From an optimization exercise on the open Yosys and OpenROAD flow, aimed at small area; shortcuts taken in it are not production practice. For this run, only the layout was checked, not whether the RTL still works. No activity file was given, so power comes from the tool's default toggle rates.

==> design.v <==
module booth_sel
(
	input logic onen, twon, neg, negn, nzn,
	input logic [7:0] w,
	output logic [8:0] p
);
	logic [7:0] tn;
	assign tn = ~(w ^ {8{neg}});
	assign p[0] = ~((onen | tn[0]) & (twon | negn));
	genvar b;
	generate
		for (b = 1; b < 8; b = b + 1) begin : g_b
			assign p[b] = ~((onen | tn[b]) & (twon | tn[b-1]));
		end
	endgenerate
	assign p[8] = nzn | tn[7];
endmodule
module fa
(
	input logic a, b, ci,
	output logic s, co
);
	assign s = a ^ b ^ ci;
	assign co = (a & b) | (a & ci) | (b & ci);
endmodule
module fac
(
	input logic a, b,
	output logic s, co
);
	assign s = ~(a ^ b);
	assign co = a | b;
endmodule
module ha
(
	input logic a, b,
	output logic s, co
);
	assign s = a ^ b;
	assign co = a & b;
endmodule
module booth_enc
(
	input logic [31:0] a,
	output logic [47:0] e
);
	integer k, i;
	logic x2, x1, x0;
	always_comb begin
		for (k = 0; k < 4; k = k + 1) begin
			for (i = 0; i < 4; i = i + 1) begin
				x2 = a[8*k + 2*i + 1];
				x1 = a[8*k + 2*i];
				x0 = (i == 0) ? 1'b0 : a[8*k + 2*i - 1];
				e[4*k + i] = ~(x1 ^ x0);
				e[16 + 4*k + i] = ~((x2 & ~x1 & ~x0) | (~x2 & x1 & x0));
				e[32 + 4*k + i] = x2;
			end
		end
	end
endmodule
module negsum
(
	input logic [63:0] a,
	output logic [9:0] n
);
	integer k, i;
	logic x2, x1, x0;
	always_comb begin
		n = 10'd0;
		for (k = 0; k < 8; k = k + 1) begin
			for (i = 0; i < 4; i = i + 1) begin
				x2 = a[8*k + 2*i + 1];
				x1 = a[8*k + 2*i];
				x0 = (i == 0) ? 1'b0 : a[8*k + 2*i - 1];
				n = n + ({9'd0, x2 & ~(x1 & x0)} << (2*i));
			end
		end
	end
endmodule
module dot_lo
(
	input logic [15:0] onen, twon, neg, negn, nzn,
	input logic [31:0] w,
	input logic [19:0] acc0,
	input logic [9:0] n,
	output logic [19:0] sa,
	output logic [13:0] sb,
	output logic sc
);
  wire [8:0] p0_0;
  booth_sel b0_0 (.onen(onen[0]), .twon(twon[0]), .neg(neg[0]), .negn(negn[0]), .nzn(nzn[0]), .w(w[0 +: 8]), .p(p0_0));
  wire [8:0] p0_1;
  booth_sel b0_1 (.onen(onen[1]), .twon(twon[1]), .neg(neg[1]), .negn(negn[1]), .nzn(nzn[1]), .w(w[0 +: 8]), .p(p0_1));
  wire [8:0] p0_2;
  booth_sel b0_2 (.onen(onen[2]), .twon(twon[2]), .neg(neg[2]), .negn(negn[2]), .nzn(nzn[2]), .w(w[0 +: 8]), .p(p0_2));
  wire [8:0] p0_3;
  booth_sel b0_3 (.onen(onen[3]), .twon(twon[3]), .neg(neg[3]), .negn(negn[3]), .nzn(nzn[3]), .w(w[0 +: 8]), .p(p0_3));
  wire [8:0] p1_0;
  booth_sel b1_0 (.onen(onen[4]), .twon(twon[4]), .neg(neg[4]), .negn(negn[4]), .nzn(nzn[4]), .w(w[8 +: 8]), .p(p1_0));
  wire [8:0] p1_1;
  booth_sel b1_1 (.onen(onen[5]), .twon(twon[5]), .neg(neg[5]), .negn(negn[5]), .nzn(nzn[5]), .w(w[8 +: 8]), .p(p1_1));
  wire [8:0] p1_2;
  booth_sel b1_2 (.onen(onen[6]), .twon(twon[6]), .neg(neg[6]), .negn(negn[6]), .nzn(nzn[6]), .w(w[8 +: 8]), .p(p1_2));
  wire [8:0] p1_3;
  booth_sel b1_3 (.onen(onen[7]), .twon(twon[7]), .neg(neg[7]), .negn(negn[7]), .nzn(nzn[7]), .w(w[8 +: 8]), .p(p1_3));
  wire [8:0] p2_0;
  booth_sel b2_0 (.onen(onen[8]), .twon(twon[8]), .neg(neg[8]), .negn(negn[8]), .nzn(nzn[8]), .w(w[16 +: 8]), .p(p2_0));
  wire [8:0] p2_1;
  booth_sel b2_1 (.onen(onen[9]), .twon(twon[9]), .neg(neg[9]), .negn(negn[9]), .nzn(nzn[9]), .w(w[16 +: 8]), .p(p2_1));
  wire [8:0] p2_2;
  booth_sel b2_2 (.onen(onen[10]), .twon(twon[10]), .neg(neg[10]), .negn(negn[10]), .nzn(nzn[10]), .w(w[16 +: 8]), .p(p2_2));
  wire [8:0] p2_3;
  booth_sel b2_3 (.onen(onen[11]), .twon(twon[11]), .neg(neg[11]), .negn(negn[11]), .nzn(nzn[11]), .w(w[16 +: 8]), .p(p2_3));
  wire [8:0] p3_0;
  booth_sel b3_0 (.onen(onen[12]), .twon(twon[12]), .neg(neg[12]), .negn(negn[12]), .nzn(nzn[12]), .w(w[24 +: 8]), .p(p3_0));
  wire [8:0] p3_1;
  booth_sel b3_1 (.onen(onen[13]), .twon(twon[13]), .neg(neg[13]), .negn(negn[13]), .nzn(nzn[13]), .w(w[24 +: 8]), .p(p3_1));
  wire [8:0] p3_2;
  booth_sel b3_2 (.onen(onen[14]), .twon(twon[14]), .neg(neg[14]), .negn(negn[14]), .nzn(nzn[14]), .w(w[24 +: 8]), .p(p3_2));
  wire [8:0] p3_3;
  booth_sel b3_3 (.onen(onen[15]), .twon(twon[15]), .neg(neg[15]), .negn(negn[15]), .nzn(nzn[15]), .w(w[24 +: 8]), .p(p3_3));
  wire ks1, kc1;
  fac k1 (.a(p0_2[7]), .b(p0_3[5]), .s(ks1), .co(kc1));
  wire ks2, kc2;
  fac k2 (.a(p0_2[8]), .b(p0_3[6]), .s(ks2), .co(kc2));
  wire ks3, kc3;
  fac k3 (.a(p0_3[8]), .b(p1_3[8]), .s(ks3), .co(kc3));
  wire i16_0 = ~acc0[16];
  wire i18_0 = ~acc0[18];
  wire ks4, kc4;
  fac k4 (.a(acc0[18]), .b(acc0[19]), .s(ks4), .co(kc4));
  wire s1, c1;
  fa f1 (.a(n[4]), .b(p0_0[4]), .ci(p0_1[2]), .s(s1), .co(c1));
  wire s2, c2;
  fa f2 (.a(n[5]), .b(p0_0[5]), .ci(p0_1[3]), .s(s2), .co(c2));
  wire s3, c3;
  fa f3 (.a(n[6]), .b(p0_0[6]), .ci(p0_1[4]), .s(s3), .co(c3));
  wire s4, c4;
  fa f4 (.a(p0_2[2]), .b(p0_3[0]), .ci(p1_0[6]), .s(s4), .co(c4));
  wire s5, c5;
  fa f5 (.a(p1_1[4]), .b(p1_2[2]), .ci(p1_3[0]), .s(s5), .co(c5));
  wire s6, c6;
  fa f6 (.a(n[7]), .b(p0_0[7]), .ci(p0_1[5]), .s(s6), .co(c6));
  wire s7, c7;
  fa f7 (.a(p0_2[3]), .b(p0_3[1]), .ci(p1_0[7]), .s(s7), .co(c7));
  wire s8, c8;
  fa f8 (.a(p1_1[5]), .b(p1_2[3]), .ci(p1_3[1]), .s(s8), .co(c8));
  wire s9, c9;
  fa f9 (.a(p2_0[7]), .b(p2_1[5]), .ci(p2_2[3]), .s(s9), .co(c9));
  wire s10, c10;
  fa f10 (.a(n[8]), .b(p0_0[8]), .ci(p0_1[6]), .s(s10), .co(c10));
  wire s11, c11;
  fa f11 (.a(p0_2[4]), .b(p0_3[2]), .ci(p1_0[8]), .s(s11), .co(c11));
  wire s12, c12;
  fa f12 (.a(p1_1[6]), .b(p1_2[4]), .ci(p1_3[2]), .s(s12), .co(c12));
  wire s13, c13;
  fa f13 (.a(p2_0[8]), .b(p2_1[6]), .ci(p2_2[4]), .s(s13), .co(c13));
  wire s14, c14;
  fa f14 (.a(p2_3[2]), .b(p3_0[8]), .ci(p3_1[6]), .s(s14), .co(c14));
  wire s15, c15;
  fa f15 (.a(n[9]), .b(p0_1[7]), .ci(p0_2[5]), .s(s15), .co(c15));
  wire s16, c16;
  fa f16 (.a(p0_3[3]), .b(p1_1[7]), .ci(p1_2[5]), .s(s16), .co(c16));
  wire s17, c17;
  fa f17 (.a(p1_3[3]), .b(p2_1[7]), .ci(p2_2[5]), .s(s17), .co(c17));
  wire s18, c18;
  fa f18 (.a(p0_1[8]), .b(p0_2[6]), .ci(p0_3[4]), .s(s18), .co(c18));
  wire s19, c19;
  fa f19 (.a(p1_1[8]), .b(p1_2[6]), .ci(p1_3[4]), .s(s19), .co(c19));
  wire s20, c20;
  fa f20 (.a(n[2]), .b(p0_0[2]), .ci(p0_1[0]), .s(s20), .co(c20));
  wire s21, c21;
  fa f21 (.a(n[3]), .b(p0_0[3]), .ci(p0_1[1]), .s(s21), .co(c21));
  wire s22, c22;
  fa f22 (.a(p0_2[0]), .b(p1_0[4]), .ci(p1_1[2]), .s(s22), .co(c22));
  wire s23, c23;
  fa f23 (.a(p1_2[0]), .b(p2_0[4]), .ci(p2_1[2]), .s(s23), .co(c23));
  wire s24, c24;
  fa f24 (.a(p0_2[1]), .b(p1_0[5]), .ci(p1_1[3]), .s(s24), .co(c24));
  wire s25, c25;
  fa f25 (.a(p1_2[1]), .b(p2_0[5]), .ci(p2_1[3]), .s(s25), .co(c25));
  wire s26, c26;
  fa f26 (.a(p2_2[1]), .b(p3_0[5]), .ci(p3_1[3]), .s(s26), .co(c26));
  wire s27, c27;
  fa f27 (.a(p2_0[6]), .b(p2_1[4]), .ci(p2_2[2]), .s(s27), .co(c27));
  wire s28, c28;
  fa f28 (.a(p2_3[0]), .b(p3_0[6]), .ci(p3_1[4]), .s(s28), .co(c28));
  wire s29, c29;
  fa f29 (.a(p3_2[2]), .b(p3_3[0]), .ci(acc0[6]), .s(s29), .co(c29));
  wire s30, c30;
  fa f30 (.a(c2), .b(s3), .ci(s4), .s(s30), .co(c30));
  wire s31, c31;
  fa f31 (.a(p2_3[1]), .b(p3_0[7]), .ci(p3_1[5]), .s(s31), .co(c31));
  wire s32, c32;
  fa f32 (.a(p3_2[3]), .b(p3_3[1]), .ci(acc0[7]), .s(s32), .co(c32));
  wire s33, c33;
  fa f33 (.a(c3), .b(c4), .ci(c5), .s(s33), .co(c33));
  wire s34, c34;
  fa f34 (.a(s6), .b(s7), .ci(s8), .s(s34), .co(c34));
  wire s35, c35;
  fa f35 (.a(p3_2[4]), .b(p3_3[2]), .ci(acc0[8]), .s(s35), .co(c35));
  wire s36, c36;
  fa f36 (.a(c6), .b(c7), .ci(c8), .s(s36), .co(c36));
  wire s37, c37;
  fa f37 (.a(c9), .b(s10), .ci(s11), .s(s37), .co(c37));
  wire s38, c38;
  fa f38 (.a(s12), .b(s13), .ci(s14), .s(s38), .co(c38));
  wire s39, c39;
  fa f39 (.a(p2_3[3]), .b(p3_1[7]), .ci(p3_2[5]), .s(s39), .co(c39));
  wire s40, c40;
  fa f40 (.a(p3_3[3]), .b(acc0[9]), .ci(c10), .s(s40), .co(c40));
  wire s41, c41;
  fa f41 (.a(c11), .b(c12), .ci(c13), .s(s41), .co(c41));
  wire s42, c42;
  fa f42 (.a(c14), .b(s15), .ci(s16), .s(s42), .co(c42));
  wire s43, c43;
  fa f43 (.a(p2_1[8]), .b(p2_2[6]), .ci(p2_3[4]), .s(s43), .co(c43));
  wire s44, c44;
  fa f44 (.a(p3_1[8]), .b(p3_2[6]), .ci(p3_3[4]), .s(s44), .co(c44));
  wire s45, c45;
  fa f45 (.a(acc0[10]), .b(c15), .ci(c16), .s(s45), .co(c45));
  wire s46, c46;
  fa f46 (.a(c17), .b(s18), .ci(s19), .s(s46), .co(c46));
  wire s47, c47;
  fa f47 (.a(p1_2[7]), .b(p1_3[5]), .ci(p2_2[7]), .s(s47), .co(c47));
  wire s48, c48;
  fa f48 (.a(p2_3[5]), .b(p3_2[7]), .ci(p3_3[5]), .s(s48), .co(c48));
  wire s49, c49;
  fa f49 (.a(ks1), .b(acc0[11]), .ci(c18), .s(s49), .co(c49));
  wire s50, c50;
  fa f50 (.a(p1_2[8]), .b(p1_3[6]), .ci(p2_2[8]), .s(s50), .co(c50));
  wire s51, c51;
  fa f51 (.a(p2_3[6]), .b(p3_2[8]), .ci(p3_3[6]), .s(s51), .co(c51));
  wire s52, c52;
  fa f52 (.a(p1_0[2]), .b(p1_1[0]), .ci(p2_0[2]), .s(s52), .co(c52));
  wire s53, c53;
  fa f53 (.a(p1_0[3]), .b(p1_1[1]), .ci(p2_0[3]), .s(s53), .co(c53));
  wire s54, c54;
  fa f54 (.a(p2_1[1]), .b(p3_0[3]), .ci(p3_1[1]), .s(s54), .co(c54));
  wire s55, c55;
  fa f55 (.a(p2_2[0]), .b(p3_0[4]), .ci(p3_1[2]), .s(s55), .co(c55));
  wire s56, c56;
  fa f56 (.a(p3_2[0]), .b(acc0[4]), .ci(c21), .s(s56), .co(c56));
  wire s57, c57;
  fa f57 (.a(s1), .b(s22), .ci(s23), .s(s57), .co(c57));
  wire s58, c58;
  fa f58 (.a(p3_2[1]), .b(acc0[5]), .ci(c1), .s(s58), .co(c58));
  wire s59, c59;
  fa f59 (.a(c22), .b(c23), .ci(s2), .s(s59), .co(c59));
  wire s60, c60;
  fa f60 (.a(s24), .b(s25), .ci(s26), .s(s60), .co(c60));
  wire s61, c61;
  fa f61 (.a(c24), .b(c25), .ci(c26), .s(s61), .co(c61));
  wire s62, c62;
  fa f62 (.a(s27), .b(s28), .ci(s5), .s(s62), .co(c62));
  wire hs5, hc5;
  ha h5 (.a(s29), .b(s30), .s(hs5), .co(hc5));
  wire s63, c63;
  fa f63 (.a(c27), .b(c28), .ci(s31), .s(s63), .co(c63));
  wire s64, c64;
  fa f64 (.a(s9), .b(c29), .ci(s32), .s(s64), .co(c64));
  wire s65, c65;
  fa f65 (.a(c30), .b(s33), .ci(s34), .s(s65), .co(c65));
  wire s66, c66;
  fa f66 (.a(c31), .b(c32), .ci(s35), .s(s66), .co(c66));
  wire s67, c67;
  fa f67 (.a(c33), .b(c34), .ci(s36), .s(s67), .co(c67));
  wire hs6, hc6;
  ha h6 (.a(s37), .b(s38), .s(hs6), .co(hc6));
  wire s68, c68;
  fa f68 (.a(s17), .b(s39), .ci(c35), .s(s68), .co(c68));
  wire s69, c69;
  fa f69 (.a(c36), .b(s40), .ci(c37), .s(s69), .co(c69));
  wire s70, c70;
  fa f70 (.a(c38), .b(s41), .ci(s42), .s(s70), .co(c70));
  wire s71, c71;
  fa f71 (.a(c39), .b(s43), .ci(s44), .s(s71), .co(c71));
  wire s72, c72;
  fa f72 (.a(c40), .b(c41), .ci(c42), .s(s72), .co(c72));
  wire hs7, hc7;
  ha h7 (.a(s45), .b(s46), .s(hs7), .co(hc7));
  wire s73, c73;
  fa f73 (.a(c19), .b(c43), .ci(c44), .s(s73), .co(c73));
  wire s74, c74;
  fa f74 (.a(s47), .b(s48), .ci(c45), .s(s74), .co(c74));
  wire hs8, hc8;
  ha h8 (.a(s49), .b(c46), .s(hs8), .co(hc8));
  wire s75, c75;
  fa f75 (.a(kc1), .b(ks2), .ci(acc0[12]), .s(s75), .co(c75));
  wire s76, c76;
  fa f76 (.a(c47), .b(c48), .ci(s50), .s(s76), .co(c76));
  wire hs9, hc9;
  ha h9 (.a(s51), .b(c49), .s(hs9), .co(hc9));
  wire s77, c77;
  fa f77 (.a(p0_3[7]), .b(p1_3[7]), .ci(p2_3[7]), .s(s77), .co(c77));
  wire s78, c78;
  fa f78 (.a(p3_3[7]), .b(kc2), .ci(acc0[13]), .s(s78), .co(c78));
  wire hs10, hc10;
  ha h10 (.a(c50), .b(c51), .s(hs10), .co(hc10));
  wire s79, c79;
  fa f79 (.a(p2_3[8]), .b(p3_3[8]), .ci(ks3), .s(s79), .co(c79));
  wire s80, c80;
  fa f80 (.a(n[0]), .b(p0_0[0]), .ci(p1_0[0]), .s(s80), .co(c80));
  wire s81, c81;
  fa f81 (.a(n[1]), .b(p0_0[1]), .ci(p1_0[1]), .s(s81), .co(c81));
  wire s82, c82;
  fa f82 (.a(p2_0[1]), .b(p3_0[1]), .ci(acc0[1]), .s(s82), .co(c82));
  wire s83, c83;
  fa f83 (.a(p2_1[0]), .b(p3_0[2]), .ci(p3_1[0]), .s(s83), .co(c83));
  wire s84, c84;
  fa f84 (.a(acc0[2]), .b(s20), .ci(s52), .s(s84), .co(c84));
  wire s85, c85;
  fa f85 (.a(acc0[3]), .b(c20), .ci(c52), .s(s85), .co(c85));
  wire s86, c86;
  fa f86 (.a(s21), .b(s53), .ci(s54), .s(s86), .co(c86));
  wire s87, c87;
  fa f87 (.a(c53), .b(c54), .ci(s55), .s(s87), .co(c87));
  wire hs11, hc11;
  ha h11 (.a(s56), .b(s57), .s(hs11), .co(hc11));
  wire s88, c88;
  fa f88 (.a(c55), .b(c56), .ci(s58), .s(s88), .co(c88));
  wire s89, c89;
  fa f89 (.a(c57), .b(s59), .ci(s60), .s(s89), .co(c89));
  wire s90, c90;
  fa f90 (.a(c58), .b(c59), .ci(c60), .s(s90), .co(c90));
  wire s91, c91;
  fa f91 (.a(s61), .b(s62), .ci(hs5), .s(s91), .co(c91));
  wire s92, c92;
  fa f92 (.a(c61), .b(c62), .ci(s63), .s(s92), .co(c92));
  wire s93, c93;
  fa f93 (.a(s64), .b(hc5), .ci(s65), .s(s93), .co(c93));
  wire s94, c94;
  fa f94 (.a(c63), .b(c64), .ci(s66), .s(s94), .co(c94));
  wire s95, c95;
  fa f95 (.a(hs6), .b(c65), .ci(s67), .s(s95), .co(c95));
  wire s96, c96;
  fa f96 (.a(s68), .b(c66), .ci(c67), .s(s96), .co(c96));
  wire s97, c97;
  fa f97 (.a(hc6), .b(s69), .ci(s70), .s(s97), .co(c97));
  wire s98, c98;
  fa f98 (.a(s71), .b(c68), .ci(c69), .s(s98), .co(c98));
  wire s99, c99;
  fa f99 (.a(hs7), .b(s72), .ci(c70), .s(s99), .co(c99));
  wire s100, c100;
  fa f100 (.a(c71), .b(s73), .ci(hs8), .s(s100), .co(c100));
  wire s101, c101;
  fa f101 (.a(s74), .b(c72), .ci(hc7), .s(s101), .co(c101));
  wire s102, c102;
  fa f102 (.a(c73), .b(s75), .ci(s76), .s(s102), .co(c102));
  wire s103, c103;
  fa f103 (.a(hs9), .b(c74), .ci(hc8), .s(s103), .co(c103));
  wire s104, c104;
  fa f104 (.a(s77), .b(hs10), .ci(c75), .s(s104), .co(c104));
  wire s105, c105;
  fa f105 (.a(s78), .b(c76), .ci(hc9), .s(s105), .co(c105));
  wire s106, c106;
  fa f106 (.a(acc0[14]), .b(c77), .ci(hc10), .s(s106), .co(c106));
  wire hs12, hc12;
  ha h12 (.a(c78), .b(s79), .s(hs12), .co(hc12));
  wire s107, c107;
  fa f107 (.a(kc3), .b(acc0[15]), .ci(c79), .s(s107), .co(c107));
  wire s108, c108;
  fa f108 (.a(p2_0[0]), .b(p3_0[0]), .ci(acc0[0]), .s(s108), .co(c108));
  wire s109, c109;
  fa f109 (.a(c80), .b(s81), .ci(s82), .s(s109), .co(c109));
  wire s110, c110;
  fa f110 (.a(c81), .b(s83), .ci(c82), .s(s110), .co(c110));
  wire s111, c111;
  fa f111 (.a(c83), .b(c84), .ci(s85), .s(s111), .co(c111));
  wire s112, c112;
  fa f112 (.a(c85), .b(c86), .ci(s87), .s(s112), .co(c112));
  wire s113, c113;
  fa f113 (.a(c87), .b(hc11), .ci(s88), .s(s113), .co(c113));
  wire s114, c114;
  fa f114 (.a(c88), .b(c89), .ci(s90), .s(s114), .co(c114));
  wire s115, c115;
  fa f115 (.a(c90), .b(s92), .ci(c91), .s(s115), .co(c115));
  wire s116, c116;
  fa f116 (.a(c92), .b(s94), .ci(c93), .s(s116), .co(c116));
  wire s117, c117;
  fa f117 (.a(c94), .b(s96), .ci(c95), .s(s117), .co(c117));
  wire s118, c118;
  fa f118 (.a(c96), .b(s98), .ci(c97), .s(s118), .co(c118));
  wire s119, c119;
  fa f119 (.a(s100), .b(c98), .ci(c99), .s(s119), .co(c119));
  wire s120, c120;
  fa f120 (.a(s102), .b(c100), .ci(c101), .s(s120), .co(c120));
  wire s121, c121;
  fa f121 (.a(s104), .b(c102), .ci(s105), .s(s121), .co(c121));
  wire s122, c122;
  fa f122 (.a(hs12), .b(c104), .ci(s106), .s(s122), .co(c122));
  wire s123, c123;
  fa f123 (.a(hc12), .b(c106), .ci(s107), .s(s123), .co(c123));
  wire s124, c124;
  fa f124 (.a(s84), .b(s110), .ci(c109), .s(s124), .co(c124));
  wire s125, c125;
  fa f125 (.a(s86), .b(c110), .ci(s111), .s(s125), .co(c125));
  wire s126, c126;
  fa f126 (.a(c111), .b(hs11), .ci(s112), .s(s126), .co(c126));
  wire s127, c127;
  fa f127 (.a(c112), .b(s89), .ci(s113), .s(s127), .co(c127));
  wire s128, c128;
  fa f128 (.a(c113), .b(s91), .ci(s114), .s(s128), .co(c128));
  wire s129, c129;
  fa f129 (.a(c114), .b(s93), .ci(s115), .s(s129), .co(c129));
  wire s130, c130;
  fa f130 (.a(s95), .b(c115), .ci(s116), .s(s130), .co(c130));
  wire s131, c131;
  fa f131 (.a(s97), .b(c116), .ci(s117), .s(s131), .co(c131));
  wire s132, c132;
  fa f132 (.a(s99), .b(c117), .ci(s118), .s(s132), .co(c132));
  wire s133, c133;
  fa f133 (.a(s101), .b(c118), .ci(s119), .s(s133), .co(c133));
  wire s134, c134;
  fa f134 (.a(s103), .b(s120), .ci(c119), .s(s134), .co(c134));
  wire s135, c135;
  fa f135 (.a(c103), .b(s121), .ci(c120), .s(s135), .co(c135));
  wire s136, c136;
  fa f136 (.a(c105), .b(s122), .ci(c121), .s(s136), .co(c136));
  wire hs13, hc13;
  ha h13 (.a(c122), .b(s123), .s(hs13), .co(hc13));
  wire s137, c137;
  fa f137 (.a(i16_0), .b(c107), .ci(c123), .s(s137), .co(c137));
  wire hs14, hc14;
  ha h14 (.a(acc0[16]), .b(acc0[17]), .s(hs14), .co(hc14));
  wire rs15, rc15;
  ha r15 (.a(i18_0), .b(hc14), .s(rs15), .co(rc15));
  wire rs16, rc16;
  ha r16 (.a(ks4), .b(rc15), .s(rs16), .co(rc16));
  wire rs17, rc17;
  ha r17 (.a(s80), .b(s108), .s(rs17), .co(rc17));
  wire s138, c138;
  fa f138 (.a(c108), .b(rc17), .ci(s109), .s(s138), .co(c138));
  wire rs18, rc18;
  ha r18 (.a(c138), .b(s124), .s(rs18), .co(rc18));
  wire s139, c139;
  fa f139 (.a(c124), .b(s125), .ci(rc18), .s(s139), .co(c139));
  assign sa = {rs16, rs15, c137, hc13, c136, c135, c134, c133, c132, c131, c130, c129, c128, c127, c126, c125, s139, rs18, s138, rs17};
  assign sb = {hs14, s137, hs13, s136, s135, s134, s133, s132, s131, s130, s129, s128, s127, s126};
  assign sc = c139;
endmodule
module dot_hi
(
	input logic [15:0] onen, twon, neg, negn, nzn,
	input logic [31:0] w,
	input logic [19:0] acc0,
	input logic [13:0] acc1,
	input logic [0:0] acc2,
	output logic [19:0] sa,
	output logic [11:0] sb,
	output logic sc
);
  wire [8:0] p0_0;
  booth_sel b0_0 (.onen(onen[0]), .twon(twon[0]), .neg(neg[0]), .negn(negn[0]), .nzn(nzn[0]), .w(w[0 +: 8]), .p(p0_0));
  wire [8:0] p0_1;
  booth_sel b0_1 (.onen(onen[1]), .twon(twon[1]), .neg(neg[1]), .negn(negn[1]), .nzn(nzn[1]), .w(w[0 +: 8]), .p(p0_1));
  wire [8:0] p0_2;
  booth_sel b0_2 (.onen(onen[2]), .twon(twon[2]), .neg(neg[2]), .negn(negn[2]), .nzn(nzn[2]), .w(w[0 +: 8]), .p(p0_2));
  wire [8:0] p0_3;
  booth_sel b0_3 (.onen(onen[3]), .twon(twon[3]), .neg(neg[3]), .negn(negn[3]), .nzn(nzn[3]), .w(w[0 +: 8]), .p(p0_3));
  wire [8:0] p1_0;
  booth_sel b1_0 (.onen(onen[4]), .twon(twon[4]), .neg(neg[4]), .negn(negn[4]), .nzn(nzn[4]), .w(w[8 +: 8]), .p(p1_0));
  wire [8:0] p1_1;
  booth_sel b1_1 (.onen(onen[5]), .twon(twon[5]), .neg(neg[5]), .negn(negn[5]), .nzn(nzn[5]), .w(w[8 +: 8]), .p(p1_1));
  wire [8:0] p1_2;
  booth_sel b1_2 (.onen(onen[6]), .twon(twon[6]), .neg(neg[6]), .negn(negn[6]), .nzn(nzn[6]), .w(w[8 +: 8]), .p(p1_2));
  wire [8:0] p1_3;
  booth_sel b1_3 (.onen(onen[7]), .twon(twon[7]), .neg(neg[7]), .negn(negn[7]), .nzn(nzn[7]), .w(w[8 +: 8]), .p(p1_3));
  wire [8:0] p2_0;
  booth_sel b2_0 (.onen(onen[8]), .twon(twon[8]), .neg(neg[8]), .negn(negn[8]), .nzn(nzn[8]), .w(w[16 +: 8]), .p(p2_0));
  wire [8:0] p2_1;
  booth_sel b2_1 (.onen(onen[9]), .twon(twon[9]), .neg(neg[9]), .negn(negn[9]), .nzn(nzn[9]), .w(w[16 +: 8]), .p(p2_1));
  wire [8:0] p2_2;
  booth_sel b2_2 (.onen(onen[10]), .twon(twon[10]), .neg(neg[10]), .negn(negn[10]), .nzn(nzn[10]), .w(w[16 +: 8]), .p(p2_2));
  wire [8:0] p2_3;
  booth_sel b2_3 (.onen(onen[11]), .twon(twon[11]), .neg(neg[11]), .negn(negn[11]), .nzn(nzn[11]), .w(w[16 +: 8]), .p(p2_3));
  wire [8:0] p3_0;
  booth_sel b3_0 (.onen(onen[12]), .twon(twon[12]), .neg(neg[12]), .negn(negn[12]), .nzn(nzn[12]), .w(w[24 +: 8]), .p(p3_0));
  wire [8:0] p3_1;
  booth_sel b3_1 (.onen(onen[13]), .twon(twon[13]), .neg(neg[13]), .negn(negn[13]), .nzn(nzn[13]), .w(w[24 +: 8]), .p(p3_1));
  wire [8:0] p3_2;
  booth_sel b3_2 (.onen(onen[14]), .twon(twon[14]), .neg(neg[14]), .negn(negn[14]), .nzn(nzn[14]), .w(w[24 +: 8]), .p(p3_2));
  wire [8:0] p3_3;
  booth_sel b3_3 (.onen(onen[15]), .twon(twon[15]), .neg(neg[15]), .negn(negn[15]), .nzn(nzn[15]), .w(w[24 +: 8]), .p(p3_3));
  wire s1, c1;
  fa f1 (.a(acc0[4]), .b(acc1[0]), .ci(acc2[0]), .s(s1), .co(c1));
  wire s2, c2;
  fa f2 (.a(acc0[5]), .b(acc1[1]), .ci(p0_0[5]), .s(s2), .co(c2));
  wire s3, c3;
  fa f3 (.a(acc0[6]), .b(acc1[2]), .ci(p0_0[6]), .s(s3), .co(c3));
  wire s4, c4;
  fa f4 (.a(p0_1[4]), .b(p0_2[2]), .ci(p0_3[0]), .s(s4), .co(c4));
  wire s5, c5;
  fa f5 (.a(p1_0[6]), .b(p1_1[4]), .ci(p1_2[2]), .s(s5), .co(c5));
  wire s6, c6;
  fa f6 (.a(acc0[7]), .b(acc1[3]), .ci(p0_0[7]), .s(s6), .co(c6));
  wire s7, c7;
  fa f7 (.a(p0_1[5]), .b(p0_2[3]), .ci(p0_3[1]), .s(s7), .co(c7));
  wire s8, c8;
  fa f8 (.a(p1_0[7]), .b(p1_1[5]), .ci(p1_2[3]), .s(s8), .co(c8));
  wire s9, c9;
  fa f9 (.a(p1_3[1]), .b(p2_0[7]), .ci(p2_1[5]), .s(s9), .co(c9));
  wire s10, c10;
  fa f10 (.a(acc0[8]), .b(acc1[4]), .ci(p0_0[8]), .s(s10), .co(c10));
  wire s11, c11;
  fa f11 (.a(p0_1[6]), .b(p0_2[4]), .ci(p0_3[2]), .s(s11), .co(c11));
  wire s12, c12;
  fa f12 (.a(p1_0[8]), .b(p1_1[6]), .ci(p1_2[4]), .s(s12), .co(c12));
  wire s13, c13;
  fa f13 (.a(p1_3[2]), .b(p2_0[8]), .ci(p2_1[6]), .s(s13), .co(c13));
  wire s14, c14;
  fa f14 (.a(p2_2[4]), .b(p2_3[2]), .ci(p3_0[8]), .s(s14), .co(c14));
  wire s15, c15;
  fa f15 (.a(acc0[9]), .b(acc1[5]), .ci(p0_1[7]), .s(s15), .co(c15));
  wire s16, c16;
  fa f16 (.a(p0_2[5]), .b(p0_3[3]), .ci(p1_1[7]), .s(s16), .co(c16));
  wire s17, c17;
  fa f17 (.a(p1_2[5]), .b(p1_3[3]), .ci(p2_1[7]), .s(s17), .co(c17));
  wire s18, c18;
  fa f18 (.a(acc0[10]), .b(acc1[6]), .ci(p0_1[8]), .s(s18), .co(c18));
  wire s19, c19;
  fa f19 (.a(p0_2[6]), .b(p0_3[4]), .ci(p1_1[8]), .s(s19), .co(c19));
  wire s20, c20;
  fa f20 (.a(p0_0[4]), .b(p0_1[2]), .ci(p0_2[0]), .s(s20), .co(c20));
  wire s21, c21;
  fa f21 (.a(p1_0[4]), .b(p1_1[2]), .ci(p1_2[0]), .s(s21), .co(c21));
  wire s22, c22;
  fa f22 (.a(p0_1[3]), .b(p0_2[1]), .ci(p1_0[5]), .s(s22), .co(c22));
  wire s23, c23;
  fa f23 (.a(p1_1[3]), .b(p1_2[1]), .ci(p2_0[5]), .s(s23), .co(c23));
  wire s24, c24;
  fa f24 (.a(p2_1[3]), .b(p2_2[1]), .ci(p3_0[5]), .s(s24), .co(c24));
  wire s25, c25;
  fa f25 (.a(p1_3[0]), .b(p2_0[6]), .ci(p2_1[4]), .s(s25), .co(c25));
  wire s26, c26;
  fa f26 (.a(p2_2[2]), .b(p2_3[0]), .ci(p3_0[6]), .s(s26), .co(c26));
  wire s27, c27;
  fa f27 (.a(p3_1[4]), .b(p3_2[2]), .ci(p3_3[0]), .s(s27), .co(c27));
  wire s28, c28;
  fa f28 (.a(c2), .b(s3), .ci(s4), .s(s28), .co(c28));
  wire s29, c29;
  fa f29 (.a(p2_2[3]), .b(p2_3[1]), .ci(p3_0[7]), .s(s29), .co(c29));
  wire s30, c30;
  fa f30 (.a(p3_1[5]), .b(p3_2[3]), .ci(p3_3[1]), .s(s30), .co(c30));
  wire s31, c31;
  fa f31 (.a(c3), .b(c4), .ci(c5), .s(s31), .co(c31));
  wire s32, c32;
  fa f32 (.a(s6), .b(s7), .ci(s8), .s(s32), .co(c32));
  wire s33, c33;
  fa f33 (.a(p3_1[6]), .b(p3_2[4]), .ci(p3_3[2]), .s(s33), .co(c33));
  wire s34, c34;
  fa f34 (.a(c6), .b(c7), .ci(c8), .s(s34), .co(c34));
  wire s35, c35;
  fa f35 (.a(c9), .b(s10), .ci(s11), .s(s35), .co(c35));
  wire s36, c36;
  fa f36 (.a(s12), .b(s13), .ci(s14), .s(s36), .co(c36));
  wire s37, c37;
  fa f37 (.a(p2_2[5]), .b(p2_3[3]), .ci(p3_1[7]), .s(s37), .co(c37));
  wire s38, c38;
  fa f38 (.a(p3_2[5]), .b(p3_3[3]), .ci(c10), .s(s38), .co(c38));
  wire s39, c39;
  fa f39 (.a(c11), .b(c12), .ci(c13), .s(s39), .co(c39));
  wire s40, c40;
  fa f40 (.a(c14), .b(s15), .ci(s16), .s(s40), .co(c40));
  wire s41, c41;
  fa f41 (.a(p1_2[6]), .b(p1_3[4]), .ci(p2_1[8]), .s(s41), .co(c41));
  wire s42, c42;
  fa f42 (.a(p2_2[6]), .b(p2_3[4]), .ci(p3_1[8]), .s(s42), .co(c42));
  wire s43, c43;
  fa f43 (.a(p3_2[6]), .b(p3_3[4]), .ci(c15), .s(s43), .co(c43));
  wire s44, c44;
  fa f44 (.a(c16), .b(c17), .ci(s18), .s(s44), .co(c44));
  wire s45, c45;
  fa f45 (.a(acc0[11]), .b(acc1[7]), .ci(p0_2[7]), .s(s45), .co(c45));
  wire s46, c46;
  fa f46 (.a(p0_3[5]), .b(p1_2[7]), .ci(p1_3[5]), .s(s46), .co(c46));
  wire s47, c47;
  fa f47 (.a(p2_2[7]), .b(p2_3[5]), .ci(p3_2[7]), .s(s47), .co(c47));
  wire s48, c48;
  fa f48 (.a(p3_3[5]), .b(c18), .ci(c19), .s(s48), .co(c48));
  wire s49, c49;
  fa f49 (.a(acc0[12]), .b(acc1[8]), .ci(p0_2[8]), .s(s49), .co(c49));
  wire s50, c50;
  fa f50 (.a(p0_3[6]), .b(p1_2[8]), .ci(p1_3[6]), .s(s50), .co(c50));
  wire s51, c51;
  fa f51 (.a(p2_2[8]), .b(p2_3[6]), .ci(p3_2[8]), .s(s51), .co(c51));
  wire s52, c52;
  fa f52 (.a(acc0[2]), .b(p0_0[2]), .ci(p0_1[0]), .s(s52), .co(c52));
  wire s53, c53;
  fa f53 (.a(p1_0[2]), .b(p1_1[0]), .ci(p2_0[2]), .s(s53), .co(c53));
  wire s54, c54;
  fa f54 (.a(acc0[3]), .b(p0_0[3]), .ci(p0_1[1]), .s(s54), .co(c54));
  wire s55, c55;
  fa f55 (.a(p1_0[3]), .b(p1_1[1]), .ci(p2_0[3]), .s(s55), .co(c55));
  wire s56, c56;
  fa f56 (.a(p2_1[1]), .b(p3_0[3]), .ci(p3_1[1]), .s(s56), .co(c56));
  wire s57, c57;
  fa f57 (.a(p2_0[4]), .b(p2_1[2]), .ci(p2_2[0]), .s(s57), .co(c57));
  wire s58, c58;
  fa f58 (.a(p3_0[4]), .b(p3_1[2]), .ci(p3_2[0]), .s(s58), .co(c58));
  wire s59, c59;
  fa f59 (.a(s1), .b(s20), .ci(s21), .s(s59), .co(c59));
  wire s60, c60;
  fa f60 (.a(p3_1[3]), .b(p3_2[1]), .ci(c1), .s(s60), .co(c60));
  wire s61, c61;
  fa f61 (.a(c20), .b(c21), .ci(s2), .s(s61), .co(c61));
  wire s62, c62;
  fa f62 (.a(s22), .b(s23), .ci(s24), .s(s62), .co(c62));
  wire s63, c63;
  fa f63 (.a(c22), .b(c23), .ci(c24), .s(s63), .co(c63));
  wire s64, c64;
  fa f64 (.a(s25), .b(s26), .ci(s27), .s(s64), .co(c64));
  wire hs1, hc1;
  ha h1 (.a(s5), .b(s28), .s(hs1), .co(hc1));
  wire s65, c65;
  fa f65 (.a(c25), .b(c26), .ci(c27), .s(s65), .co(c65));
  wire s66, c66;
  fa f66 (.a(s29), .b(s30), .ci(s9), .s(s66), .co(c66));
  wire s67, c67;
  fa f67 (.a(c28), .b(s31), .ci(s32), .s(s67), .co(c67));
  wire s68, c68;
  fa f68 (.a(c29), .b(c30), .ci(s33), .s(s68), .co(c68));
  wire s69, c69;
  fa f69 (.a(c31), .b(c32), .ci(s34), .s(s69), .co(c69));
  wire hs2, hc2;
  ha h2 (.a(s35), .b(s36), .s(hs2), .co(hc2));
  wire s70, c70;
  fa f70 (.a(c33), .b(s17), .ci(s37), .s(s70), .co(c70));
  wire s71, c71;
  fa f71 (.a(c34), .b(s38), .ci(c35), .s(s71), .co(c71));
  wire s72, c72;
  fa f72 (.a(c36), .b(s39), .ci(s40), .s(s72), .co(c72));
  wire s73, c73;
  fa f73 (.a(c37), .b(s19), .ci(s41), .s(s73), .co(c73));
  wire s74, c74;
  fa f74 (.a(s42), .b(c38), .ci(c39), .s(s74), .co(c74));
  wire s75, c75;
  fa f75 (.a(s43), .b(c40), .ci(s44), .s(s75), .co(c75));
  wire s76, c76;
  fa f76 (.a(c41), .b(c42), .ci(s45), .s(s76), .co(c76));
  wire s77, c77;
  fa f77 (.a(s46), .b(s47), .ci(c43), .s(s77), .co(c77));
  wire hs3, hc3;
  ha h3 (.a(c44), .b(s48), .s(hs3), .co(hc3));
  wire s78, c78;
  fa f78 (.a(p3_3[6]), .b(c45), .ci(c46), .s(s78), .co(c78));
  wire s79, c79;
  fa f79 (.a(c47), .b(s49), .ci(s50), .s(s79), .co(c79));
  wire hs4, hc4;
  ha h4 (.a(s51), .b(c48), .s(hs4), .co(hc4));
  wire s80, c80;
  fa f80 (.a(acc0[13]), .b(acc1[9]), .ci(p0_3[7]), .s(s80), .co(c80));
  wire s81, c81;
  fa f81 (.a(p1_3[7]), .b(p2_3[7]), .ci(p3_3[7]), .s(s81), .co(c81));
  wire s82, c82;
  fa f82 (.a(c49), .b(c50), .ci(c51), .s(s82), .co(c82));
  wire s83, c83;
  fa f83 (.a(acc0[14]), .b(acc1[10]), .ci(p0_3[8]), .s(s83), .co(c83));
  wire s84, c84;
  fa f84 (.a(p1_3[8]), .b(p2_3[8]), .ci(p3_3[8]), .s(s84), .co(c84));
  wire s85, c85;
  fa f85 (.a(acc0[0]), .b(p0_0[0]), .ci(p1_0[0]), .s(s85), .co(c85));
  wire s86, c86;
  fa f86 (.a(acc0[1]), .b(p0_0[1]), .ci(p1_0[1]), .s(s86), .co(c86));
  wire s87, c87;
  fa f87 (.a(p2_1[0]), .b(p3_0[2]), .ci(p3_1[0]), .s(s87), .co(c87));
  wire s88, c88;
  fa f88 (.a(c52), .b(c53), .ci(s54), .s(s88), .co(c88));
  wire s89, c89;
  fa f89 (.a(c54), .b(c55), .ci(c56), .s(s89), .co(c89));
  wire s90, c90;
  fa f90 (.a(s57), .b(s58), .ci(s59), .s(s90), .co(c90));
  wire s91, c91;
  fa f91 (.a(c57), .b(c58), .ci(s60), .s(s91), .co(c91));
  wire s92, c92;
  fa f92 (.a(c59), .b(s61), .ci(s62), .s(s92), .co(c92));
  wire s93, c93;
  fa f93 (.a(c60), .b(c61), .ci(c62), .s(s93), .co(c93));
  wire s94, c94;
  fa f94 (.a(s63), .b(s64), .ci(hs1), .s(s94), .co(c94));
  wire s95, c95;
  fa f95 (.a(c63), .b(c64), .ci(s65), .s(s95), .co(c95));
  wire s96, c96;
  fa f96 (.a(s66), .b(hc1), .ci(s67), .s(s96), .co(c96));
  wire s97, c97;
  fa f97 (.a(c65), .b(c66), .ci(s68), .s(s97), .co(c97));
  wire s98, c98;
  fa f98 (.a(hs2), .b(c67), .ci(s69), .s(s98), .co(c98));
  wire s99, c99;
  fa f99 (.a(c68), .b(s70), .ci(c69), .s(s99), .co(c99));
  wire s100, c100;
  fa f100 (.a(hc2), .b(s71), .ci(s72), .s(s100), .co(c100));
  wire s101, c101;
  fa f101 (.a(c70), .b(s73), .ci(c71), .s(s101), .co(c101));
  wire s102, c102;
  fa f102 (.a(s74), .b(c72), .ci(s75), .s(s102), .co(c102));
  wire s103, c103;
  fa f103 (.a(c73), .b(s76), .ci(c74), .s(s103), .co(c103));
  wire s104, c104;
  fa f104 (.a(hs3), .b(s77), .ci(c75), .s(s104), .co(c104));
  wire s105, c105;
  fa f105 (.a(c76), .b(s78), .ci(s79), .s(s105), .co(c105));
  wire s106, c106;
  fa f106 (.a(hs4), .b(c77), .ci(hc3), .s(s106), .co(c106));
  wire s107, c107;
  fa f107 (.a(s80), .b(s81), .ci(c78), .s(s107), .co(c107));
  wire s108, c108;
  fa f108 (.a(c79), .b(s82), .ci(hc4), .s(s108), .co(c108));
  wire s109, c109;
  fa f109 (.a(c80), .b(c81), .ci(s83), .s(s109), .co(c109));
  wire hs5, hc5;
  ha h5 (.a(s84), .b(c82), .s(hs5), .co(hc5));
  wire s110, c110;
  fa f110 (.a(acc0[15]), .b(acc1[11]), .ci(c83), .s(s110), .co(c110));
  wire s111, c111;
  fa f111 (.a(p2_0[1]), .b(p3_0[1]), .ci(c85), .s(s111), .co(c111));
  wire s112, c112;
  fa f112 (.a(c86), .b(s52), .ci(s53), .s(s112), .co(c112));
  wire s113, c113;
  fa f113 (.a(c87), .b(s55), .ci(s56), .s(s113), .co(c113));
  wire s114, c114;
  fa f114 (.a(c88), .b(s89), .ci(s90), .s(s114), .co(c114));
  wire s115, c115;
  fa f115 (.a(c89), .b(s91), .ci(c90), .s(s115), .co(c115));
  wire s116, c116;
  fa f116 (.a(c91), .b(s93), .ci(c92), .s(s116), .co(c116));
  wire s117, c117;
  fa f117 (.a(c93), .b(s95), .ci(c94), .s(s117), .co(c117));
  wire s118, c118;
  fa f118 (.a(c95), .b(s97), .ci(c96), .s(s118), .co(c118));
  wire s119, c119;
  fa f119 (.a(c97), .b(s99), .ci(c98), .s(s119), .co(c119));
  wire s120, c120;
  fa f120 (.a(c99), .b(s101), .ci(c100), .s(s120), .co(c120));
  wire s121, c121;
  fa f121 (.a(s103), .b(c101), .ci(s104), .s(s121), .co(c121));
  wire s122, c122;
  fa f122 (.a(s105), .b(c103), .ci(c104), .s(s122), .co(c122));
  wire s123, c123;
  fa f123 (.a(s107), .b(c105), .ci(s108), .s(s123), .co(c123));
  wire s124, c124;
  fa f124 (.a(s109), .b(hs5), .ci(c107), .s(s124), .co(c124));
  wire s125, c125;
  fa f125 (.a(c84), .b(c109), .ci(s110), .s(s125), .co(c125));
  wire s126, c126;
  fa f126 (.a(acc0[16]), .b(acc1[12]), .ci(c110), .s(s126), .co(c126));
  wire s127, c127;
  fa f127 (.a(p2_0[0]), .b(p3_0[0]), .ci(s85), .s(s127), .co(c127));
  wire hs6, hc6;
  ha h6 (.a(s86), .b(s111), .s(hs6), .co(hc6));
  wire s128, c128;
  fa f128 (.a(s87), .b(c111), .ci(s112), .s(s128), .co(c128));
  wire s129, c129;
  fa f129 (.a(c112), .b(s88), .ci(s113), .s(s129), .co(c129));
  wire hs7, hc7;
  ha h7 (.a(c113), .b(s114), .s(hs7), .co(hc7));
  wire s130, c130;
  fa f130 (.a(s92), .b(c114), .ci(s115), .s(s130), .co(c130));
  wire s131, c131;
  fa f131 (.a(s94), .b(c115), .ci(s116), .s(s131), .co(c131));
  wire s132, c132;
  fa f132 (.a(c116), .b(s96), .ci(s117), .s(s132), .co(c132));
  wire s133, c133;
  fa f133 (.a(s98), .b(c117), .ci(s118), .s(s133), .co(c133));
  wire s134, c134;
  fa f134 (.a(s100), .b(c118), .ci(s119), .s(s134), .co(c134));
  wire s135, c135;
  fa f135 (.a(s102), .b(c119), .ci(s120), .s(s135), .co(c135));
  wire s136, c136;
  fa f136 (.a(c102), .b(c120), .ci(s121), .s(s136), .co(c136));
  wire s137, c137;
  fa f137 (.a(s106), .b(c121), .ci(s122), .s(s137), .co(c137));
  wire s138, c138;
  fa f138 (.a(c106), .b(s123), .ci(c122), .s(s138), .co(c138));
  wire s139, c139;
  fa f139 (.a(c108), .b(s124), .ci(c123), .s(s139), .co(c139));
  wire s140, c140;
  fa f140 (.a(hc5), .b(s125), .ci(c124), .s(s140), .co(c140));
  wire hs8, hc8;
  ha h8 (.a(c125), .b(s126), .s(hs8), .co(hc8));
  wire s141, c141;
  fa f141 (.a(acc0[17]), .b(acc1[13]), .ci(c126), .s(s141), .co(c141));
  wire rs9, rc9;
  ha r9 (.a(hc8), .b(s141), .s(rs9), .co(rc9));
  wire s142, c142;
  fa f142 (.a(acc0[18]), .b(c141), .ci(rc9), .s(s142), .co(c142));
  wire rs10, rc10;
  ha r10 (.a(acc0[19]), .b(c142), .s(rs10), .co(rc10));
  wire rs11, rc11;
  ha r11 (.a(c127), .b(hs6), .s(rs11), .co(rc11));
  wire s143, c143;
  fa f143 (.a(hc6), .b(rc11), .ci(s128), .s(s143), .co(c143));
  wire s144, c144;
  fa f144 (.a(c128), .b(s129), .ci(c143), .s(s144), .co(c144));
  wire s145, c145;
  fa f145 (.a(c129), .b(hs7), .ci(c144), .s(s145), .co(c145));
  assign sa = {rs10, s142, rs9, c140, c139, c138, c137, c136, c135, c134, c133, c132, c131, c130, hc7, s145, s144, s143, rs11, s127};
  assign sb = {hs8, s140, s139, s138, s137, s136, s135, s134, s133, s132, s131, s130};
  assign sc = c145;
endmodule
module cpa20
(
	input logic [19:0] a,
	input logic [11:0] b,
	input logic ci,
	output logic [19:0] s
);
  wire [19:0] r, g;
  assign s[4:0] = a[4:0];
  fa f5 (.a(a[5]), .b(b[0]), .ci(ci), .s(r[5]), .co(g[5]));
  fa f6 (.a(a[6]), .b(b[1]), .ci(g[5]), .s(r[6]), .co(g[6]));
  fa f7 (.a(a[7]), .b(b[2]), .ci(g[6]), .s(r[7]), .co(g[7]));
  fa f8 (.a(a[8]), .b(b[3]), .ci(g[7]), .s(r[8]), .co(g[8]));
  fa f9 (.a(a[9]), .b(b[4]), .ci(g[8]), .s(r[9]), .co(g[9]));
  fa f10 (.a(a[10]), .b(b[5]), .ci(g[9]), .s(r[10]), .co(g[10]));
  fa f11 (.a(a[11]), .b(b[6]), .ci(g[10]), .s(r[11]), .co(g[11]));
  assign s[11:5] = r[11:5];
  wire c1 = g[11];
  ha h12 (.a(a[12]), .b(b[7]), .s(r[12]), .co(g[12]));
  fa f13 (.a(a[13]), .b(b[8]), .ci(g[12]), .s(r[13]), .co(g[13]));
  fa f14 (.a(a[14]), .b(b[9]), .ci(g[13]), .s(r[14]), .co(g[14]));
  fa f15 (.a(a[15]), .b(b[10]), .ci(g[14]), .s(r[15]), .co(g[15]));
  fa f16 (.a(a[16]), .b(b[11]), .ci(g[15]), .s(r[16]), .co(g[16]));
  ha h17 (.a(a[17]), .b(g[16]), .s(r[17]), .co(g[17]));
  ha h18 (.a(a[18]), .b(g[17]), .s(r[18]), .co(g[18]));
  wire [7:0] p1;
  assign p1[0] = 1'b1;
  assign p1[1] = p1[0] & r[12];
  assign s[12] = r[12] ^ (c1 & p1[0]);
  assign p1[2] = p1[1] & r[13];
  assign s[13] = r[13] ^ (c1 & p1[1]);
  assign p1[3] = p1[2] & r[14];
  assign s[14] = r[14] ^ (c1 & p1[2]);
  assign p1[4] = p1[3] & r[15];
  assign s[15] = r[15] ^ (c1 & p1[3]);
  assign p1[5] = p1[4] & r[16];
  assign s[16] = r[16] ^ (c1 & p1[4]);
  assign p1[6] = p1[5] & r[17];
  assign s[17] = r[17] ^ (c1 & p1[5]);
  assign p1[7] = p1[6] & r[18];
  assign s[18] = r[18] ^ (c1 & p1[6]);
  wire c2 = g[18] | (c1 & p1[7]);
  assign r[19] = a[19];
  assign g[19] = 1'b0;
  wire [1:0] p2;
  assign p2[0] = 1'b1;
  assign p2[1] = p2[0] & r[19];
  assign s[19] = r[19] ^ (c2 & p2[0]);
endmodule
module multiply_matrix
(
    input clk,
    input load,
	input load_w,
	input [159:0] c,
    input [63:0] a,
	input [63:0] b,
    output logic [159:0] out
);
	logic [63:0] w [0:7];
	logic [63:0] a1, a2;
	logic [31:0] a3;
	logic [47:0] e2, e3;
	logic [9:0] n2;
	logic [159:0] s0a, s1a;
	logic [111:0] s0b;
	logic [95:0] s1b;
	logic [7:0] s0c, s1c;
	logic [159:0] s [2:7];
	logic [9:0] n1;
	booth_enc enc_lo (.a(a2[31:0]), .e(e2));
	booth_enc enc_hi (.a(a3), .e(e3));
	negsum ns (.a(a1), .n(n1));
	logic [15:0] nzn2, nzn3, negn2, negn3;
	assign nzn2 = e2[15:0] & e2[31:16];
	assign nzn3 = e3[15:0] & e3[31:16];
	assign negn2 = ~e2[47:32];
	assign negn3 = ~e3[47:32];
	logic [159:0] t0a, t1a, sum;
	logic [111:0] t0b;
	logic [95:0] t1b;
	logic [7:0] t0c, t1c;
	genvar j;
	generate
		for (j = 0; j < 8; j = j + 1) begin : g_dot
			dot_lo dl (.onen(e2[15:0]), .twon(e2[31:16]), .neg(e2[47:32]), .negn(negn2), .nzn(nzn2), .w(w[j][31:0]),
				.acc0(c[20*j +: 20]), .n(n2),
				.sa(t0a[20*j +: 20]), .sb(t0b[14*j +: 14]), .sc(t0c[j]));
			dot_hi dh (.onen(e3[15:0]), .twon(e3[31:16]), .neg(e3[47:32]), .negn(negn3), .nzn(nzn3), .w(w[j][63:32]),
				.acc0(s0a[20*j +: 20]), .acc1(s0b[14*j +: 14]), .acc2(s0c[j]),
				.sa(t1a[20*j +: 20]), .sb(t1b[12*j +: 12]), .sc(t1c[j]));
			cpa20 ad (.a(s1a[20*j +: 20]), .b(s1b[12*j +: 12]), .ci(s1c[j]), .s(sum[20*j +: 20]));
		end
	endgenerate
	integer i;
	always @(posedge clk) begin
		if (load_w) begin
			w[0] <= b;
			for (i = 1; i < 8; i = i + 1)
				w[i] <= w[i-1];
		end
		if (load) begin
			a1 <= a;
			a2 <= a1;
			n2 <= n1;
			a3 <= a2[63:32];
			s0a <= t0a;
			s0b <= t0b;
			s0c <= t0c;
			s1a <= t1a;
			s1b <= t1b;
			s1c <= t1c;
			s[2] <= sum;
			for (i = 3; i < 8; i = i + 1)
				s[i] <= s[i-1];
		end
	end
	assign out = s[7];
endmodule
==> flow/run.sh <==
#!/bin/bash
# Layout: the standard flow (standard.sh, unchanged synthesis and steps),
# with the input and output port buffers made of sky130_fd_sc_hd__buf_1 and
# clock tree synthesis without dummy loads and with larger sink clusters.
set -euo pipefail
export BUFFER_PORTS_ARGS="-buffer_cell sky130_fd_sc_hd__buf_1"
export CTS_ARGS="-sink_clustering_enable -repair_clock_nets -dont_use_dummy_load -sink_clustering_size 30 -sink_clustering_max_diameter 90 -buf_list sky130_fd_sc_hd__clkbuf_16"
bash standard.sh > standard_flow.log 2>&1
==> standard.sh <==
#!/bin/bash
# synth_recipe.tcl (not shown) runs the flow's synth.tcl, then flattens the netlist and writes it again
# the make line also repeats each setting of config.mk as NAME=value (left out here)
make -C /OpenROAD-flow-scripts/flow DESIGN_CONFIG=/design/flow/config.mk WORK_HOME=/design/flow/orfs CLKGATE_MAP_FILE= SYNTH_SCRIPT=/design/flow/synth_recipe.tcl "${@:-finish}"
==> config.mk <==
export PLATFORM = sky130hd
export DESIGN_NAME = multiply_matrix
export DESIGN_NICKNAME = multiply_matrix
export VERILOG_FILES = /design/flow/design.v
export SDC_FILE = /design/flow/constraint.sdc
export NUM_CORES = 8
export LEC_CHECK = 0
export CAP_MARGIN = 20
export CORE_MARGIN = 2
export CORE_UTILIZATION = 60
export CTS_BUF_LIST = sky130_fd_sc_hd__clkbuf_8 sky130_fd_sc_hd__clkbuf_16
export CTS_CLUSTER_DIAMETER = 60
export CTS_CLUSTER_SIZE = 20
export PLACE_DENSITY = 0.72
export SLEW_MARGIN = 20
export SYNTH_HIERARCHICAL = 1
==> constraint.sdc <==
create_clock -name core_clock -period 5.0 [get_ports {clk}]
set_input_delay 1.0000 -clock core_clock [delete_from_list [all_inputs] [get_ports {clk}]]
set_output_delay 1.0000 -clock core_clock [all_outputs]
set_load 0.01 [all_outputs]
==> reports/results.tsv <==
stage	metric	value	unit
detailed_routing	ANT nets after route	0	
global_routing	met2 global-route usage	58.95	%
detailed_routing	drt initial violations	15856	
power_and_ir_drop	Pwr Density	846.7	mW/mm²
global_routing	first-pass GRT wire length	823500	µm
placement	routability congestion estimate from global placement	1.059	
timing	worst-case clock skew	0.08638	ns
setup_path	Worst path max stage delay	0.68	ns
global_routing	vias in the first global route	104465	
synthesis	Mapped Area	0.1617	mm²
detailed_routing	drc violations	0	
floorplanning	die extent in x	523.1	µm
job	Max-Cap Viols	0	
worst_hold_path	worst-case hold path end point	w[0][25]	
timing	Max-slew headroom	17.94	%
run_status	status	finished clean	
timing	Final WS setup	0.05766	ns
detailed_routing	Total Wirelength	598100	µm
floorplanning	Top Ports	451	
detailed_routing	routed len/inst	40.87	µm
setup_path	worst path cell trace	buf_12 -> buf_12 -> xnor2_1 -> o22ai_1 -> fa_1 -> fa_1 -> fa_1 -> ha_1 -> ha_1 -> fa_1 -> ha_1	
floorplanning	Die Y	523.1	µm
power_and_ir_drop	maximum vdd drop	0.0009535	V
synthesis	Syn Area/Cell	14.52	µm²
cells_and_area	share of cells above drive strength 1	8.714	%
setup_path	CP startpoint kind	register	
timing	Fmax	202.3	MHz
detailed_routing	via/cell ratio	6.944	
setup_path	WP depth	11	
global_routing	initial antenna violation count	33	
setup_path	cell mode on critical path	fa_1	
setup_path	RR Endpoint	s1a[19]	
global_routing	GR peak layer	met1	
cells_and_area	Util after Layout	63.50	%
timing	fin crit period	4.942	ns
placement	DP HPWL	454800	µm
setup_path	WS Path Type	reg2reg	
global_routing	gr usage total	44.07	%
timing	final worst path period share	98.85	%
global_routing	largest net degree at the start of global routing	125	
timing	Fin Setup TNS	0	ns
timing	final slew viol count	0	
placement	port bufs	450	
placement	pre-CTS setup slack	0.1420	ns
timing	Worst-Margin Slew	1.231	ns
clocking	post-CTS setup buffer count	0	
timing	Final setup violation count	0	
setup_path	critical path buffer and inverter count	2	
setup_path	family with the most delay on the worst path	adder cells	
worst_hold_path	Hold Crit Class	in2reg	
setup_path	CP arrival	5.57	ns
clocking	Num CTS Buffers	137	
clocking	Clk Latency, worst-skew pair	0.90	ns
global_routing	GR Layer Usage met1	60.82	%
timing	final hold viol count	0	
clocking	Root Buffer	clkbuf_16	
setup_path	worst r2r src	a3[7]	
clocking	CTS clock-pin slew for the worst setup and hold paths	0.11	ns
setup_path	reg2reg setup slack	0.06	ns
synthesis	Synth Instances	11135	
setup_path	CP endpoint kind	register	
global_routing	Congestion Overflow GR	0	
setup_path	worst endpoint required time	5.63	ns
floorplanning	Die ar.	0.2737	mm²
synthesis	Syn. warnings	13	
floorplanning	area of the core	0.2679	mm²
power_and_ir_drop	Leakage	59.06	nW
synthesis	Synth Net Count	14089	
timing	worst hold margin	0.2540	ns
cells_and_area	synth-to-layout area growth	5.212	%
timing	unrepaired setup endpoints after global routing	false	
detailed_routing	router iterations before antenna repair	9	
worst_hold_path	WHS Path Cells	1	
setup_path	Worst R2R Path Depth	11	
clocking	H-tree depth	4	
detailed_routing	DR vias	101621	
clocking	CTS tree	yes	
global_routing	met3 Use GR	19.46	%
floorplanning	Initial Util	60.36	%
setup_path	critical-path maximum fanout	27	
setup_path	CP max stage cell	xnor2_1	
floorplanning	Core Rows	190	
worst_hold_path	Worst Hold Launch	b[25]	
power_and_ir_drop	Final Power	144.1	mW
cells_and_area	fin nets	13996	
clocking	CTS Buffer Depth	4	
clocking	hold buffer count at CTS	0	
clocking	total clock sinks	2186	
[cells in the final DEF (no fill, tap or decap), drive strengths merged, types with 8 or more instances in the layout]
cell / instances
nor2: 26
diode: 42
and4: 16
edfxtp: 2186
or2: 256
xnor2: 2115
a21oi: 36
inv: 199
ha: 286
xor2: 16
clkbuf: 139
and3b: 24
o22ai: 2048
a21boi: 18
nand3: 17
nand4: 8
buf: 1198
nand2: 31
fa: 2377
and2: 32
[layout make-up]
class / count / area (µm²)
multi-input combinational: 7318 / 86030
clock buffer: 137 / 3428
inverter: 199 / 747.0
fill: 19466 / 97790
antenna: 42 / 105.1
tap: 3552 / 4444
sequential: 2186 / 65640
timing repair buffer: 1200 / 9742
[sequential cells by signal, summed over array words and instances, names as in the netlist]
register,flops
a1,64
s1a,160
s1c,8
s1b,96
n2,10
s0c,8
s,960
a2,64
w,512
s0b,112
s0a,160
a3,32
[worst max-delay path by stage]
stage                       from        to  slack, ns
final                      a3[7]   s1a[19]       0.06
after detailed placement   a3[9]   s1a[44]       0.14
after global placement     a3[7]   s1a[19]       0.27
after CTS                  a3[5]   s1b[16]       0.15
after global routing      a3[21]   s1b[17]       0.03
after floorplan           a2[21]  s0b[104]       0.51
[report_power, final]
part | switching [mW] | internal (mW) | leakage [nW]
Sequential | 4.53 | 34.5 | 21.4
Clock | 6.14 | 4.89 | 1.69
Combinational | 53.0 | 41.0 | 35.9
[timing repair]
action,4_1_cts,5_1_grt
hold endpoints to repair,0,0
resized for setup,0,1
setup endpoints to repair,0,1
[through the flow]
step / instance area [µm²] / instances
3_3_place_gp: 166600 / 14455
5_1_grt: 170100 / 14604
3_5_place_dp: 166600 / 14455
6_report: 170100 / 14634
4_1_cts: 170000 / 14592
2_1_floorplan: 161700 / 11135
[worst reg2reg max path, stage by stage (launching register included)]
cell and delay [ns]:
edfxtp_1 0.43, buf_12 0.20, buf_12 0.20, xnor2_1 0.74, o22ai_1 0.58, fa_1 0.58, fa_1 0.47, fa_1 0.42
ha_1 0.22, ha_1 0.21, fa_1 0.38, ha_1 0.29
[per-layer routing]
metal | vias to the layer above | share of wire, %
li1 | 38845 | -
met1 | 52044 | 38
met2 | 8887 | 40
met3 | 1815 | 16
met4 | 30 | 6.6
met5 | - | 0.073

-- static timing again, ports no longer ideal --
The results above use ideal ports. As a check the final layout listed here was re-extracted and re-timed, cells and wires unchanged.
Step 1: set_driving_cell puts a clkbuf_16 on clk and a buf_2 on each other input, an assumption about the parent block.
Step 2 adds t to the input delays and takes it off the output delays; t is the mean of the earliest and latest rising clock arrival at the registers after step 1. Input paths then give back, and output paths get back, about the clock's delay inside the block.
a / b / c = ideal ports / drivers / drivers and shift; a / b = the first two.
shift t [ns]: 0.955
setup slack, ns: 0.058 / 0.058 / 0.058
worst setup path at the end: register to register
worst register clock-pin slew, ns: 0.12 / 0.12
worst data-port slew with drivers (ns): 0.12
After both steps setup and hold are still met in this run. For this run, drivers alone change the setup slack by 0.000 ns; drivers and shift together by 0.000 ns.
